This is an optimization exercise on Yosys and OpenROAD, whose aim is small area and a short achievable clock period, not a production implementation. The RTL was checked by simulation tests, not by an equivalence proof against the original design. Power figures rest on the tool's default switching activity, not on a simulated workload.

==> flow/flow/run.sh <==
#!/bin/bash
# Standard ORFS layout, with plain buf_1 cells as the input/output port buffers.
set -euo pipefail
export BUFFER_PORTS_ARGS="-buffer_cell sky130_fd_sc_hd__buf_1"
bash standard.sh finish > standard_flow.log 2>&1
==> flow/standard.sh <==
#!/bin/bash
# synth_recipe.tcl (not shown) runs the flow's synth.tcl, then flattens the netlist and writes it again
# the make line also repeats each setting of config.mk as NAME=value (left out here)
make -C /OpenROAD-flow-scripts/flow DESIGN_CONFIG=/design/flow/config.mk WORK_HOME=/design/flow/orfs CLKGATE_MAP_FILE= SYNTH_SCRIPT=/design/flow/synth_recipe.tcl "${@:-finish}"
==> flow/config.mk <==
export PLATFORM = sky130hd
export DESIGN_NAME = apb_mux_top
export DESIGN_NICKNAME = apb_mux_top
export VERILOG_FILES = /design/flow/design.v
export SDC_FILE = /design/flow/constraint.sdc
export NUM_CORES = 4
export LEC_CHECK = 0
export CAP_MARGIN = 20
export CORE_AREA = 10 10 550 550
export DIE_AREA = 0 0 560 560
export SLEW_MARGIN = 20
==> flow/constraint.sdc <==
create_clock -name core_clock -period 7.0 [get_ports {PCLK}]
set_input_delay 1.4000 -clock core_clock [delete_from_list [all_inputs] [get_ports {PCLK}]]
set_output_delay 1.4000 -clock core_clock [all_outputs]
set_load 0.01 [all_outputs]
==> flow/design.v <==
module apb_mux_top #(
    parameter NUM_APB_MASTERS = 16,
    parameter APB_ADDR_WIDTH  = 32,
    parameter APB_DATA_WIDTH  = 32,
    parameter APB_STRB_WIDTH  = APB_DATA_WIDTH/4
)(
    input                       PRESETn,
    input                       PCLK,
    input      [NUM_APB_MASTERS-1:0]                  PSEL_s,
    input      [NUM_APB_MASTERS*APB_ADDR_WIDTH-1:0]   PADDR_s,
    input      [NUM_APB_MASTERS-1:0]                  PWRITE_s,
    input      [NUM_APB_MASTERS*APB_DATA_WIDTH-1:0]   PWDATA_s,
    input      [NUM_APB_MASTERS-1:0]                  PENABLE_s,
    input      [NUM_APB_MASTERS*APB_STRB_WIDTH-1:0]   PSTRB_s,
    input      [NUM_APB_MASTERS*3-1:0]                PPROT_s,
    output reg [NUM_APB_MASTERS*APB_DATA_WIDTH-1:0]   PRDATA_s,
    output reg [NUM_APB_MASTERS-1:0]                  PREADY_s,
    output reg [NUM_APB_MASTERS-1:0]                  PSLVERR_s,
    output reg                      PSEL_m,
    output reg [APB_ADDR_WIDTH-1:0] PADDR_m,
    output reg                      PWRITE_m,
    output reg [APB_DATA_WIDTH-1:0] PWDATA_m,
    output reg                      PENABLE_m,
    output reg [APB_STRB_WIDTH-1:0] PSTRB_m,
    output reg [2:0]                PPROT_m,
    input      [APB_DATA_WIDTH-1:0] PRDATA_m,
    input                           PREADY_m,
    input                           PSLVERR_m
);
    localparam N  = NUM_APB_MASTERS;
    localparam PW = $clog2(N);
    localparam BW = 1 + APB_ADDR_WIDTH + 1 + APB_DATA_WIDTH + APB_STRB_WIDTH + 3 + 1;
    logic [PW-1:0] ptr;
    logic          busy, acc;
    logic [N-1:0]  sel;
    logic [N-1:0]   mask, hi;
    logic [2*N-1:0] cat, pre;
    logic [N-1:0]   gnt, nxt;
    logic           any;
    always_comb begin
        for (int i = 0; i < N; i++)
            mask[i] = (i >= ptr);
        hi  = PSEL_s & mask;
        cat = {PSEL_s, hi};
        pre[0] = 1'b0;
        for (int i = 1; i < 2*N; i++)
            pre[i] = pre[i-1] | cat[i-1];
        for (int i = 0; i < N; i++)
            gnt[i] = (cat[i] & ~pre[i]) | (cat[N+i] & ~pre[N+i]);
        any = |PSEL_s;
        nxt = {gnt[N-2:0], gnt[N-1]};
    end
    logic [PW-1:0] ptr_n;
    always_comb begin
        ptr_n = '0;
        for (int i = 0; i < N; i++)
            if (nxt[i]) ptr_n = ptr_n | i[PW-1:0];
    end
    always_ff @(posedge PCLK or negedge PRESETn) begin
        if (!PRESETn)
            ptr <= '0;
        else if (any)
            ptr <= ptr_n;
    end
    wire done = acc & PREADY_m;
    always_ff @(posedge PCLK or negedge PRESETn) begin
        if (!PRESETn) begin
            busy <= 1'b0;
            acc  <= 1'b0;
            sel  <= '0;
        end else begin
            if (!busy) begin
                busy <= any;
                sel  <= gnt;
            end else if (!acc) begin
                acc  <= 1'b1;
            end else if (PREADY_m) begin
                busy <= 1'b0;
                acc  <= 1'b0;
                sel  <= '0;
            end
        end
    end
    logic [BW-1:0] bundle [N];
    logic [BW-1:0] req_m;
    always_comb begin
        for (int i = 0; i < N; i++)
            bundle[i] = {PSEL_s[i],
                         PADDR_s[i*APB_ADDR_WIDTH +: APB_ADDR_WIDTH],
                         PWRITE_s[i],
                         PWDATA_s[i*APB_DATA_WIDTH +: APB_DATA_WIDTH],
                         PSTRB_s[i*APB_STRB_WIDTH +: APB_STRB_WIDTH],
                         PPROT_s[i*3 +: 3],
                         PENABLE_s[i]};
        req_m = '0;
        for (int i = 0; i < N; i++)
            req_m = req_m | (bundle[i] & {BW{sel[i]}});
        {PSEL_m, PADDR_m, PWRITE_m, PWDATA_m, PSTRB_m, PPROT_m} = req_m[BW-1:1];
        PENABLE_m = req_m[0] & acc;
    end
    always_comb begin
        for (int i = 0; i < N; i++) begin
            PRDATA_s[i*APB_DATA_WIDTH +: APB_DATA_WIDTH] = PRDATA_m & {APB_DATA_WIDTH{sel[i] & acc}};
            PREADY_s[i]  = PREADY_m  & sel[i] & acc;
            PSLVERR_s[i] = PSLVERR_m & sel[i] & acc;
        end
    end
endmodule
==> results.json, run 1 <==
{
  "finalHoldViolations": 0,
  "synth_compound_area_frac": 0.490,
  "worst_pin_slew_ps": 1290,
  "viasPerCell": 3.87,
  "place_ws_ps": 1940,
  "synthCells": 1736,
  "fin_setup_tns_ps": 0,
  "nFillCells": 34600,
  "grt_pass1_wl_microns": 416000,
  "regArea_sq_um": 614,
  "ys_seq_area_frac": 0.0455,
  "synthTopCellsByArea": "and3_1 (28%), a22o_1 (23%), a221oi_1 (22%)",
  "critPathMaxFanout": 26,
  "cts_hold_buf": 0,
  "num_vias": 29700,
  "postLayoutCoreUtil": 0.0865,
  "final_cell_mix": "buf_1 (1,881), and3_1 (546), a22o_1 (312), a221oi_1 (294), buf_4 (95)",
  "period_share": 0.790,
  "cts.sinks": 22,
  "drcViolationCount": 0,
  "overflow": 0,
  "cts-htree-levels": 1,
  "start_util": 0.0416,
  "syn_to_final_growth_pct": 108,
  "worst_slack_ps": 1470,
  "drtAntennaViolNets": 1,
  "power_density_mw_per_mm2": 277,
  "pin_count": 1906,
  "synth_top_area_share": 0.282,
  "die_w_microns": 560,
  "grt_antenna_before_repair": 468,
  "final_layout_size_suffix_gt1_frac": 0.0546,
  "dr.first_iter.drc_count": 4714,
  "root_buffer": "clkbuf_16",
  "synth-simple-area-share": 0.364,
  "ir_drop_v": 0.000349,
  "setup_viol": 0,
  "chipHeight_microns": 560,
  "hold_path_class": "reg2reg",
  "end_kind": "output port",
  "final_common_cell": "buf_1",
  "fmax_mhz": 181,
  "synth_mux_area_frac": 0.000828,
  "cts_tree": "done",
  "p_leak_nw": 8.55,
  "gr-usage-all-layers": 0.214,
  "ys_types": 61,
  "clock_latency_ps": 270,
  "path_class": "reg2out",
  "cp.required_ps": 5600,
  "dpl-instance-area_sq_mm": 0.0242,
  "synth_area_sq_mm": 0.0121,
  "avgRoutedWirePerCell_microns": 47.1,
  "rsz0062_at_grt": "no",
  "yosysTopAreaCell": "and3_1",
  "die-area_sq_mm": 0.314,
  "dp_hpwl_microns": 322000,
  "finalInstanceArea_sq_mm": 0.0251,
  "synth_fp_nets": 3020,
  "rows": 198,
  "synth_top_family_by_area": "compound AO/OA/AOI/OAI gates",
  "skew_ps": 3.18,
  "post_cts_buffers": 0,
  "clk_pin_slew_worst_paths_ps": 60,
  "place.gp.congestion": 1.07,
  "numCtsBuffers": 3,
  "io_buffer_count": 1905,
  "status": "finished with violations",
  "dr.pass1.iters": 6,
  "layout_min_cycle_time_ps": 5530,
  "ys_ff_latch": 22,
  "max-cap-violations": 0,
  "finalMaxSlewViolations": 0,
  "cts.path.max_buffers": 2,
  "relSlewSlack": 0.143,
  "synth_fa_ha_area_frac": 0,
  "multi_input_area_sq_mm": 0.0104,
  "arrival_ps": 4130,
  "grt_start_max_net_pins": 244,
  "cts_resized": 0,
  "totalWireLength_microns": 361000,
  "core_sq_mm": 0.291,
  "syn_area_per_cell_sq_um": 6.97,
  "finalNetCount": 4730,
  "failed_checks": "antenna rules",
  "cp-start-kind": "flop",
  "grt_pass1_vias": 26400,
  "yosys_warnings": 2,
  "fin_total_pwr_w": 0.00695,
  "synth_flop_cell": "dfrtp_1",
  "synth_xor_xnor_area_share": 0,
  "synth_edf_count": 0,
  "async_flop_share": 1.00
}
-- cell usage after synthesis, types with 2 or more instances --
master / n
and3_1: 546
a22o_1: 312
a221oi_1: 309
clkbuf_1: 281
nand4_1: 79
buf_1: 27
dfrtp_1: 22
nand2_1: 20
o21ai_0: 16
nor2_1: 14
nand3_1: 8
nor3_1: 7
a21oi_1: 6
a22oi_1: 6
a32o_1: 6
nor2b_1: 6
a31oi_1: 4
nor4_1: 4
or2_2: 4
a21o_1: 3
nor3b_1: 3
o21a_1: 3
o31ai_1: 3
a211oi_1: 2
a21boi_0: 2
and2_1: 2
buf_6: 2
inv_1: 2
nand2b_1: 2
nor4b_1: 2
o21ai_1: 2
or3_4: 2
-- flip-flops by register name (all words and copies together) (netlist names) --
| register | count |
|---|---|
| busy | 1 |
| sel | 16 |
| acc | 1 |
| ptr | 4 |
-- per-stage QoR --
stage / hold slack, ps / cells
finish: 769 / 7674
global route: 824 / 7512
CTS: 780 / 7345
detailed placement: 765 / 7341
global placement: 751 / 7338
floorplan: 573 / 1736
-- worst max-delay path, cell delays in order (launching register included) --
cell,delay [ps]
dfrtp_4,690
buf_4,360
buf_4,270
a22o_1,290
a221oi_1,970
nand4_1,810
buf_1,320
-- final timing paths --
path                                    start                  end  slack (ps)  depth (start not counted)
setup / recovery           sel[9]$_DFFE_PN0P_          PWDATA_m[6]        1470                          6
hold / removal                 busy$_DFF_PN0_   sel[8]$_DFFE_PN0P_         770                          1
setup reg to reg           ptr[3]$_DFFE_PN0P_   ptr[0]$_DFFE_PN0P_        4190                          7
hold reg to reg                busy$_DFF_PN0_   sel[8]$_DFFE_PN0P_         770                          1
max in group asynchronous             PRESETn  sel[10]$_DFFE_PN0P_        5600                          2
min in group asynchronous             PRESETn   sel[3]$_DFFE_PN0P_        1110                          2
-- per-layer routing --
layer / global-route usage / vias up / share of wire / wire length (microns)
met5: 0 / - / 0.0019 / 699
met4: 0.0778 / 104 / 0.047 / 17100
met3: 0.0998 / 916 / 0.12 / 43700
met2: 0.382 / 3365 / 0.49 / 178000
met1: 0.218 / 14200 / 0.34 / 122000
li1: - / 11200 / - / -
-- power by group --
part / total [W] / internal [W] / switching [W]
Clock: 0.000167 / 0.000114 / 0.0000528
Combinational: 0.00618 / 0.00173 / 0.00445
Sequential: 0.000604 / 0.000169 / 0.000435
Total: 0.00695 / 0.00201 / 0.00494
-- kinds of logic (layout without fill, tap and decap cells) --
kind of cell,count (synthesis),in the layout
flops,22,22
simple gates,710,710
mux,1,1
buf+inv,316,2025
compound gates,687,687
other cells,0,329
-- layout make-up --
class	instances	area share
clock inverter	1	0.00120
antenna	329	0.0328
tap	3900	0.194
multi-input combinational	1398	0.415
timing repair buffer	2017	0.329
sequential	22	0.0245
inverter	4	0.000598
clock buffer	3	0.00299
==> inputs of run 2 (changes only) <==
--- a/flow/config.mk
+++ b/flow/config.mk
@@ -8,4 +8,5 @@
 export CAP_MARGIN = 20
 export CORE_AREA = 10 10 550 550
 export DIE_AREA = 0 0 560 560
+export SETUP_SLACK_MARGIN = 2.5
 export SLEW_MARGIN = 20
==> run 2 against run 1 <==
  * Now clean on timing, DRC and antenna
  * Hold slack improved by 1.4 ps
  * Register-to-register slack hardly changed
  * Wire length up 0.38%
  * Combinational power is 2% higher
  * Worst setup slack improved by 900 ps
  * Flip-flop and latch count stayed put
  * Critical path depth is 1 lower
  * Largest cell class unchanged
  * Clock skew shrank 0.94 ps
  * Sequential share of layout area is essentially flat
==> results.json, run 2 <==
{
  "placed_cells": 7341,
  "cts.sinks": 22,
  "synth_edf_count": 0,
  "nFillCells": 34600,
  "worst_pin_slew_ps": 1300,
  "fmax_mhz": 216,
  "async_flop_share": 1.00,
  "overflow": 0,
  "synth_flop_cell": "dfrtp_1",
  "period_share": 0.661,
  "rows": 198,
  "fin_setup_tns_ps": 0,
  "yosys_warnings": 2,
  "numCtsBuffers": 3,
  "top_register": "sel",
  "finalMaxSlewViolations": 0,
  "reg2regPathDepth": 7,
  "final_cell_mix": "buf_1 (1,875), and3_1 (546), a22o_1 (311), a221oi_1 (285), buf_4 (100)",
  "hold_start": "busy$_DFF_PN0_",
  "syn_area_per_cell_sq_um": 6.97,
  "dr.first_iter.drc_count": 4668,
  "relSlewSlack": 0.136,
  "grt_start_max_net_pins": 244,
  "final_common_cell": "buf_1",
  "die-area_sq_mm": 0.314,
  "skew_ps": 2.23,
  "hold_path_class": "reg2reg",
  "yosysTopAreaCell": "and3_1",
  "syn_to_final_growth_pct": 110,
  "grt_pass1_vias": 26400,
  "worst_slack_ps": 2370,
  "status": "complete, no violations",
  "gr-usage-all-layers": 0.215,
  "r2r_setup_slack_ps": 4200,
  "dpl-instance-area_sq_mm": 0.0242,
  "multi_input_area_sq_mm": 0.0105,
  "synthCells": 1736,
  "viasPerCell": 3.91,
  "layoutNonFillerInstCount": 7685,
  "ys_seq_area_frac": 0.0455,
  "largest_reg_flops": 16,
  "grt_antenna_before_repair": 462,
  "cp-start-kind": "input pin",
  "ys_top_cells_by_count": "and3_1 (546), a22o_1 (312), a221oi_1 (309)",
  "reg_top3": "sel: 16 flops, ptr: 4 flops",
  "synth_most_common_cell": "and3_1",
  "p_leak_nw": 8.65,
  "fin_total_pwr_w": 0.00702,
  "num_vias": 30000,
  "end_kind": "output port",
  "dr.pass1.iters": 6,
  "rsz0062_at_grt": "yes",
  "arrival_ps": 3230,
  "setup_viol": 0,
  "cts-htree-levels": 1,
  "cts_tree": "done",
  "clock_latency_ps": 260,
  "finalNetCount": 4737,
  "setup.worst_path.end": "PSTRB_m[1]",
  "avgRoutedWirePerCell_microns": 47.2,
  "totalWireLength_microns": 363000,
  "crit_path_start": "PSTRB_s[25]",
  "layout_min_cycle_time_ps": 4630,
  "finalInstanceArea_sq_mm": 0.0253,
  "synthTopCellsByArea": "and3_1 (28%), a22o_1 (23%), a221oi_1 (22%)",
  "clk_pin_slew_worst_paths_ps": 60,
  "power_density_mw_per_mm2": 277,
  "critPathMaxFanout": 1,
  "final_layout_size_suffix_gt1_frac": 0.0611,
  "pin_count": 1906,
  "regArea_sq_um": 614,
  "grt_pass1_wl_microns": 417000,
  "finalHoldViolations": 0,
  "place_ws_ps": 1940,
  "dp_hpwl_microns": 322000,
  "drtAntennaViolNets": 0,
  "core_sq_mm": 0.291,
  "synth_fp_nets": 3020,
  "die_w_microns": 560,
  "ir_drop_v": 0.000350,
  "ys_types": 61,
  "r2r-start": "ptr[3]$_DFFE_PN0P_",
  "root_buffer": "clkbuf_16",
  "path_class": "in2out",
  "drcViolationCount": 0,
  "cp.required_ps": 5600,
  "ys_ff_latch": 22,
  "max-cap-violations": 0,
  "start_util": 0.0416,
  "cts_hold_buf": 0,
  "place.gp.congestion": 1.07,
  "r2r_end": "ptr[2]$_DFFE_PN0P_",
  "chipHeight_microns": 560,
  "synth_top_area_share": 0.282,
  "cts.path.max_buffers": 2,
  "io_buffer_count": 1905,
  "synth_area_sq_mm": 0.0121
}
[run 2: changes by cell type in the layout (fill, tap and decap cells not counted), moves of 3 or more]
cell | previous run | this run
a221oi_1 | 294 | 285
a221oi_2 | 15 | 19
a221oi_4 | 0 | 5
buf_1 | 1881 | 1875
buf_2 | 2 | 5
buf_4 | 95 | 100
diode_2 | 329 | 333
[run 2: per-stage QoR]
step / hold WS, ps / utilization
final: 770 / 0.0872
after detailed placement: 765 / 0.0833
after global placement: 751 / 0.0832
after floorplan: 573 / -
after global routing: 824 / 0.0858
after CTS: 780 / 0.0842
[run 2: how the worst min path moves through the flow]
stage                               to  slack [ps]  cells past startpoint
finish              sel[8]$_DFFE_PN0P_         770                      1
floorplan              acc$_DFFE_PN0P_         570                      2
global route        sel[8]$_DFFE_PN0P_         820                      1
detailed placement  sel[8]$_DFFE_PN0P_         770                      1
global placement    sel[8]$_DFFE_PN0P_         750                      1
CTS                 sel[8]$_DFFE_PN0P_         780                      1
[run 2: timing repair]
item	4_1_cts	5_1_grt
pin swaps	4	1
buffers inserted	7	0
setup endpoints to repair	13	5
resized for setup	23	6
[run 2: area by class of cell]
class	instances	area share
sequential	22	0.0242
antenna	333	0.0329
tap	3900	0.193
timing repair buffer	2024	0.329
clock inverter	1	0.00118
multi-input combinational	1398	0.416
clock buffer	3	0.00296
inverter	4	0.000592
[run 2: critical path: stages]
cell and delay [ps]:
buf_1 90, a22o_1 230, a221oi_4 660, nand4_1 510, buf_2 310
[run 2: cells by family after synthesis]
| kind of cell | Yosys count | share of synthesized area |
|---|---|---|
| multiplexers | 1 | 0.000828 |
| AO/OA/AOI/OAI | 687 | 0.490 |
| AND/OR/NAND/NOR | 710 | 0.364 |
| flip-flops | 22 | 0.0455 |
| buffers and inverters | 316 | 0.0997 |
[run 2: report_power, final]
group | internal (W) | switching (W) | total, W
clock | 0.000114 | 0.0000527 | 0.000167
combinational | 0.00178 | 0.00454 | 0.00632
sequential | 0.000170 | 0.000358 | 0.000528
[run 2: per-layer routing]
layer | track usage | part of all wire | wire (microns) | vias to the layer above
li1 | - | - | - | 11200
met1 | 0.219 | 0.33 | 121000 | 14300
met2 | 0.382 | 0.50 | 180000 | 3445
met3 | 0.0999 | 0.12 | 45200 | 950
met4 | 0.0787 | 0.042 | 15400 | 124
met5 | 0 | 0.0022 | 816 | -
==> inputs of run 3 (changes only) <==
--- a/flow/config.mk
+++ b/flow/config.mk
@@ -6,7 +6,6 @@
 export NUM_CORES = 4
 export LEC_CHECK = 0
 export CAP_MARGIN = 20
-export CORE_AREA = 10 10 550 550
-export DIE_AREA = 0 0 560 560
-export SETUP_SLACK_MARGIN = 2.5
+export CORE_AREA = 10 10 370 370
+export DIE_AREA = 0 0 380 380
 export SLEW_MARGIN = 20
==> run 3 against run 2 <==
  * The run now fails in I/O pin placement (3_2_place_iop)
  * Area after synthesis unchanged
  * Synthesized cell count stayed put
==> results.json, run 3 <==
{
  "status": "stopped before the end",
  "lastStage": "I/O pin placement (3_2_place_iop)",
  "error": "[ERROR PPL-0024] Number of IO pins (1906) exceeds maximum number of available positions (1374). Increase the die perimeter from 1520.00um to 2592.16um.",
  "rows": 132,
  "synth_most_common_cell": "and3_1",
  "die_w_microns": 380,
  "chipHeight_microns": 380,
  "synthCells": 1736,
  "ys_types": 61,
  "syn_area_per_cell_sq_um": 6.97,
  "yosys_warnings": 2,
  "synth_area_sq_mm": 0.0121,
  "synth_fp_nets": 3020,
  "synth_edf_count": 0,
  "async_flop_share": 1.00,
  "synth_top_area_share": 0.282,
  "ys_seq_area_frac": 0.0455,
  "yosysTopAreaCell": "and3_1",
  "start_util": 0.0937,
  "ys_top_cells_by_count": "and3_1 (546), a22o_1 (312), a221oi_1 (309)",
  "synth_flop_cell": "dfrtp_1",
  "ys_ff_latch": 22,
  "synthTopCellsByArea": "and3_1 (28%), a22o_1 (23%), a221oi_1 (22%)"
}
-- run 3: cell counts after synthesis --
No cell type changed its count.
-- run 3: kinds of logic after synthesis --
| family | after synthesis | synth area share |
|---|---|---|
| AOI/OAI and AO/OA | 687 | 0.490 |
| DFF | 22 | 0.0455 |
| muxes | 1 | 0.000828 |
| buffers and inverters | 316 | 0.0997 |
| and+or+nand+nor | 710 | 0.364 |
==> inputs of run 4 (changes only) <==
==> flow/flow/run.sh (replaced) <==
#!/bin/bash
# Standard ORFS layout, with plain buf_1 cells as the input/output port buffers
# and I/O pins packed one routing track apart so the die can be small.
set -euo pipefail
export BUFFER_PORTS_ARGS="-buffer_cell sky130_fd_sc_hd__buf_1"
export PLACE_PINS_ARGS="-min_distance 1 -min_distance_in_tracks"
bash standard.sh finish > standard_flow.log 2>&1
--- a/flow/config.mk
+++ b/flow/config.mk
@@ -6,6 +6,7 @@
 export NUM_CORES = 4
 export LEC_CHECK = 0
 export CAP_MARGIN = 20
-export CORE_AREA = 10 10 370 370
-export DIE_AREA = 0 0 380 380
+export CORE_AREA = 10 10 320 320
+export DIE_AREA = 0 0 330 330
+export SETUP_SLACK_MARGIN = 2.5
 export SLEW_MARGIN = 20
==> run 4 against run 3 <==
  * The run fails in global routing (5_1_grt)
  * Area after synthesis unchanged
  * Synthesized cell count did not move
==> results.json, run 4 <==
{
  "place_ws_ps": 2430,
  "rows": 113,
  "async_flop_share": 1.00,
  "synth_most_common_cell": "and3_1",
  "io_buffer_count": 1905,
  "synthCells": 1736,
  "cts_hold_buf": 0,
  "cts.sinks": 22,
  "yosys_warnings": 2,
  "numCtsBuffers": 3,
  "dp_hpwl_microns": 173000,
  "synth_edf_count": 0,
  "overflow": 5,
  "cts-htree-levels": 1,
  "status": "stopped before the end",
  "place.gp.congestion": 1.24,
  "synth_fp_nets": 3020,
  "gr-usage-all-layers": 0.395,
  "chipHeight_microns": 330,
  "placed_cells": 4639,
  "ys_top_cells_by_count": "and3_1 (546), a22o_1 (312), a221oi_1 (309)",
  "ys_types": 61,
  "yosysTopAreaCell": "and3_1",
  "start_util": 0.127,
  "die_w_microns": 330,
  "pin_count": 1906,
  "synth_area_sq_mm": 0.0121,
  "synth_top_area_share": 0.282,
  "grt_start_max_net_pins": 293,
  "syn_area_per_cell_sq_um": 6.97,
  "ys_ff_latch": 22,
  "ys_seq_area_frac": 0.0455,
  "synthTopCellsByArea": "and3_1 (28%), a22o_1 (23%), a221oi_1 (22%)",
  "cts.path.max_buffers": 2,
  "error": "[ERROR GRT-0116] Global routing finished with congestion. Check the congestion regions in the DRC Viewer.",
  "synth_flop_cell": "dfrtp_1",
  "grt_pass1_wl_microns": 287000,
  "root_buffer": "clkbuf_16",
  "grt_pass1_vias": 28100,
  "lastStage": "global routing (5_1_grt)"
}
-- run 4: cell counts after synthesis --
No cell type changed its count.
-- run 4: logic make-up after synthesis --
logic type / synth area share
buffers and inverters: 0.0997
flip-flops: 0.0455
AND/OR/NAND/NOR: 0.364
AO/OA/AOI/OAI: 0.490
multiplexers: 0.000828
-- run 4: worst max path at each step --
stage	start	end	slack [ps]	cells past startpoint
4_1_cts	PADDR_s[100]	PADDR_m[4]	2520	5
3_5_place_dp	PADDR_s[31]	PADDR_m[31]	2430	6
3_3_place_gp	PADDR_s[100]	PADDR_m[4]	2450	5
2_1_floorplan	PENABLE_s[1]	PENABLE_m	3490	4
-- run 4: per-layer routing --
metal,global-route usage,overflow
met1,0.411,0
met3,0.252,0
met2,0.539,4
met4,0.343,1
met5,0.0754,0
-- run 4: repair_timing --
| item | 4_1_cts |
|---|---|
| setup buffers | 0 |
| resized for setup | 3 |
| endpoints found under the setup margin | 3 |
-- run 4: power by group through the flow --
stage / combinational [W] / sequential, W / clock (W)
floorplan: 0.00265 / 0.000182 / 0
global placement: 0.00468 / 0.000569 / 0
detailed placement: 0.00468 / 0.000569 / 0
CTS: 0.00470 / 0.000565 / 0.000159
-- run 4: per-stage QoR --
stage / instance area, sq um / utilization
floorplan: 12100 / -
global placement: 20100 / 0.212
detailed placement: 20100 / 0.212
CTS: 20300 / 0.213

-- separate check: timing with driven ports --
The results above use ideal ports. As a check the final layouts listed here were re-extracted and re-timed, cells and wires unchanged.
Step 1 assumes that a clkbuf_16 drives the clock port and a buf_2 every other input.
Step 2, shift: input delay + t, output delay - t, t = (earliest + latest rising clock arrival at the registers) / 2. This alone moves slack from input paths to output paths.
Slacks: no drivers / after step 1 / after step 2; pairs: no drivers / after step 1.
run | t, ns | slack for setup (ns) | worst hold slack (ns) | cell pins on the clock port's net
run 1 | 0.299 | 1.467 / 1.433 / 1.709 | 0.769 / 0.769 / 0.769 | 1
run 2 | 0.297 | 2.371 / 2.184 / 2.184 | 0.770 / 0.770 / 0.770 | 1
The setup slack of run 2, which loses most, moves by -0.187 ns with the drivers and by -0.187 ns with both steps.
